Context: an optimization exercise on an open-source flow, tuned for small area, a short achievable clock period and few clock cycles per item. The choices shown serve that exercise and are no tape-out recipe. The RTL was checked by simulation tests, not by an equivalence proof against the original design.

## lane 1
==> flow/design.v <==
module division(input clk, input rst, input start, input [31:0] dividendo, divisor,
                output [31:0] cociente, residuo, output done);
reg [15:0] rem;       
reg [16:0] dv;        
reg [15:0] quo;       
reg [2:0]  cnt;       
reg        busy, done_r;
function [4:0] lzc16(input [15:0] v);
  integer k;
  reg found;
  begin
    lzc16 = 5'd16;
    found = 1'b0;
    for (k = 15; k >= 0; k = k - 1)
      if (!found && v[k]) begin
        lzc16 = 5'd15 - k[4:0];
        found = 1'b1;
      end
  end
endfunction
wire [15:0] n_in = dividendo[15:0];
wire [15:0] d_in = divisor[15:0];
wire [4:0]  lzn  = lzc16(n_in);
wire [4:0]  lzd  = lzc16(d_in);
wire [5:0]  diff = {1'b0, lzd} - {1'b0, lzn};         
wire [4:0]  jr   = {1'b0, diff[3:0]} + 5'd1;
wire [3:0]  jh   = lzd[4] ? 4'd8 : (diff[5] ? 4'd0 : jr[4:1]);   
wire [16:0] dv0  = {1'b0, d_in} << {jh, 1'b0};
wire        ge1 = ~dv[16] && (rem >= dv[15:0]);
wire [15:0] r1  = ge1 ? rem - dv[15:0] : rem;
wire        ge2 = (r1 >= dv[16:1]);
wire [15:0] r2  = ge2 ? r1 - dv[16:1] : r1;
always @(posedge clk) begin
  done_r <= 1'b0;
  if (rst) begin
    busy <= 1'b0;
  end else if (!busy) begin
    if (start) begin
      if (jh == 4'd0)
        done_r <= 1'b1;
      else
        busy <= 1'b1;
    end
  end else if (cnt == 3'd0) begin
    busy   <= 1'b0;
    done_r <= 1'b1;
  end
end
always @(posedge clk) begin
  if (!busy) begin
    rem <= n_in;
    dv  <= dv0;
    quo <= 16'd0;
    cnt <= jh[2:0] - 3'd1;
  end else begin
    rem <= r2;
    dv  <= {2'b0, dv[16:2]};
    quo <= {quo[13:0], ge1, ge2};
    cnt <= cnt - 3'd1;
  end
end
assign cociente = {16'd0, quo[14:0], ge1};
assign residuo  = {17'd0, r1[14:0]};
assign done     = done_r;
endmodule
export LEC_CHECK = 0
export CAP_MARGIN = 20
export CORE_MARGIN = 2
export CORE_UTILIZATION = 40
export PLACE_DENSITY = 0.6
export SETUP_SLACK_MARGIN = 5
export SLEW_MARGIN = 20
create_clock -name core_clock -period 10.0 [get_ports {clk}]
standard.sh (not shown) runs the stock make flow with config.mk's settings and CLKGATE_MAP_FILE= SYNTH_SCRIPT=/design/flow/synth_recipe.tcl, a recipe that flattens the netlist after the stock synthesis.
==> flow/flow/run.sh <==
#!/bin/bash
# Standard layout with smaller port buffers and a tighter repair target.
bash standard.sh SETUP_SLACK_MARGIN=3 "BUFFER_PORTS_ARGS=-buffer_cell sky130_fd_sc_hd__buf_1"  finish > standard.log 2>&1
Testbench counts of lane 1, summed over its fixed seeds: cycles 12,906, items 4,000.
Modified inputs, lane 2 compared to lane 1
==> flow/flow/run.sh <==
#!/bin/bash
# Standard layout with smaller port buffers and a tighter repair target.
bash standard.sh SETUP_SLACK_MARGIN=4 "BUFFER_PORTS_ARGS=-buffer_cell sky130_fd_sc_hd__buf_1" ABC_AREA=1 ADDER_MAP_FILE= finish > standard.log 2>&1
### Flow results
Count of cells along the worst hold path, lane 2 and lane 1: larger value in lane 2
Comparing fraction of area in multi-input gates for lane 2 and lane 1, the bigger number came from lane 1.
Lane 2 vs. lane 1: die extent in x went up by about 5.5%.
Of the two candidates, lane 1 has the worse minimum setup slack in the final design and lane 2 the better one.
Edits applied to the flow inputs when going from lane 2 to lane 3:
==> flow/flow/run.sh <==
#!/bin/bash
# Standard layout with smaller port buffers and a tighter repair target.
bash standard.sh SETUP_SLACK_MARGIN=4.5 "BUFFER_PORTS_ARGS=-buffer_cell sky130_fd_sc_hd__buf_1"  finish > standard.log 2>&1
--- outcome ---
Lane 3 | stages: all done | timing, DRC, antenna: all pass
Final weighted congestion in routability-driven placement shrinks by more than 10% when moving from lane 2 to lane 3.
Taking lane 2 as the reference, in lane 3 via count went down, post-synthesis share of cell area spent on and, or, nand and nor gates -29 points.
Lane 3 vs. lane 2: layout-stage area growth over the synthesis result has increased; share of cell area taken by multi-input logic gates +3.4 points.

---

// division: RTL as listed in full above, without the edits since
export LEC_CHECK = 0
export CAP_MARGIN = 20
export CORE_MARGIN = 2
export CORE_UTILIZATION = 40
export PLACE_DENSITY = 0.6
export SETUP_SLACK_MARGIN = 5
export SLEW_MARGIN = 20
create_clock -name core_clock -period 10.0 [get_ports {clk}]
==> flow/flow/run.sh <==
#!/bin/bash
# Standard layout with smaller port buffers and a tighter repair target.
bash standard.sh SETUP_SLACK_MARGIN=4 "BUFFER_PORTS_ARGS=-buffer_cell sky130_fd_sc_hd__buf_1"  finish > standard.log 2>&1
The first run completed with no timing, DRC or antenna violations.
Testbench counts at the start, summed over its fixed seeds: cycles 12,906, items 4,000.
Then changed:
==> flow/flow/run.sh (replaced) <==
#!/bin/bash
# Standard layout with smaller port buffers and a tighter repair target.
bash standard.sh SETUP_SLACK_MARGIN=6 "BUFFER_PORTS_ARGS=-buffer_cell sky130_fd_sc_hd__buf_1" ADDER_MAP_FILE= finish > standard.log 2>&1
=> Die area rises by 7.8%. Sequential cell count is unchanged. Non-clock buffer count rises by 180. Wire length increases by 60%. Register-to-register slack is better by 0.20 ns. Worst hold slack improved by 0.0072 ns. Setup slack improves by 0.46 ns.
Then changed:
==> flow/flow/run.sh (replaced) <==
#!/bin/bash
# Standard layout with smaller port buffers and a tighter repair target.
bash standard.sh SETUP_SLACK_MARGIN=5 "BUFFER_PORTS_ARGS=-buffer_cell sky130_fd_sc_hd__buf_1" ADDER_MAP_FILE= finish > standard.log 2>&1
Outcome:
- global-route usage falls by 4.3 points
- routed wire length falls by a quarter to a third
- die area is unchanged
- critical path depth is unchanged
- synthesized area stays the same
- worst hold slack hardly moves
- utilization falls by 15 points
Then changed:
==> flow/flow/run.sh (replaced) <==
#!/bin/bash
# Standard layout with smaller port buffers and a tighter repair target.
bash standard.sh SETUP_SLACK_MARGIN=5 "BUFFER_PORTS_ARGS=-buffer_cell sky130_fd_sc_hd__buf_1" ABC_AREA=1 ADDER_MAP_FILE= finish > standard.log 2>&1
After rerunning:
- The changed run finished clean
- critical path depth is unchanged
- die area increases by 3.3%
- global-route usage grows by 0.51 points
- clock-buffer cell count rose by 1
- sequential cell count stays the same
Then changed:
==> flow/flow/run.sh (replaced) <==
#!/bin/bash
# Standard layout with smaller port buffers and a tighter repair target.
bash standard.sh SETUP_SLACK_MARGIN=3.5 "BUFFER_PORTS_ARGS=-buffer_cell sky130_fd_sc_hd__buf_1"  finish > standard.log 2>&1
Effect: Area after synthesis came out lower by 11%. Global-route usage falls by 2.0 points. Wire length fell by 16%. Register-to-register slack got worse by 1.8 ns. Sequential share of layout area increases by 1.9 points. Utilization rose by 1.0 points. Worst setup slack degrades by 1.2 ns. Clock-buffer cell count is lower by 1. Worst hold slack gains 0.027 ns.

## port drivers added, routing unchanged
The results above use ideal ports. As a check the final layouts listed here were re-extracted and re-timed, cells and wires unchanged.
Step 1: set_driving_cell puts a clkbuf_16 on clk and a buf_2 on each other input, an assumption about the parent block.
Step 2 also shifts input and output timing later by t, the mid clock arrival at the registers, as if the neighbouring blocks saw the same clock.
Slacks: ideal / step 1 / step 2; pairs: ideal / step 1.
| run | t (ns) | slack for setup (ns) | worst hold slack (ns) | worst register clock-pin slew, ns | worst data-port slew with drivers (ns) |
|---|---|---|---|---|---|
| lane 1 | 0.329 | 4.127 / 4.145 / 3.817 | 0.458 / 0.458 / 0.458 | 0.07 / 0.07 | 0.03 |
| lane 2 | 0.331 | 4.790 / 4.803 / 4.472 | 0.431 / 0.431 / 0.431 | 0.07 / 0.07 | 0.04 |
| lane 3 | 0.330 | 4.604 / 4.618 / 4.288 | 0.458 / 0.458 / 0.458 | 0.07 / 0.07 | 0.03 |
| the first run of note 2 | 0.330 | 4.324 / 4.342 / 4.012 | 0.456 / 0.456 / 0.456 | 0.07 / 0.07 | 0.03 |
| the second run of note 2 | 0.343 | 4.779 / 4.739 / 4.830 | 0.463 / 0.463 / 0.463 | 0.08 / 0.08 | 0.06 |
| the third run of note 2 | 0.338 | 4.757 / 4.720 / 4.767 | 0.462 / 0.462 / 0.462 | 0.08 / 0.08 | 0.04 |
| the fourth run of note 2 | 0.330 | 5.278 / 5.240 / 5.030 | 0.430 / 0.430 / 0.430 | 0.07 / 0.07 | 0.04 |
| the fifth run of note 2 | 0.329 | 4.127 / 4.145 / 3.817 | 0.458 / 0.458 / 0.458 | 0.07 / 0.07 | 0.03 |
After both steps setup and hold are still met in every run listed. For lane 2, which loses most, drivers alone change the setup slack by +0.013 ns; drivers and shift together by -0.318 ns.
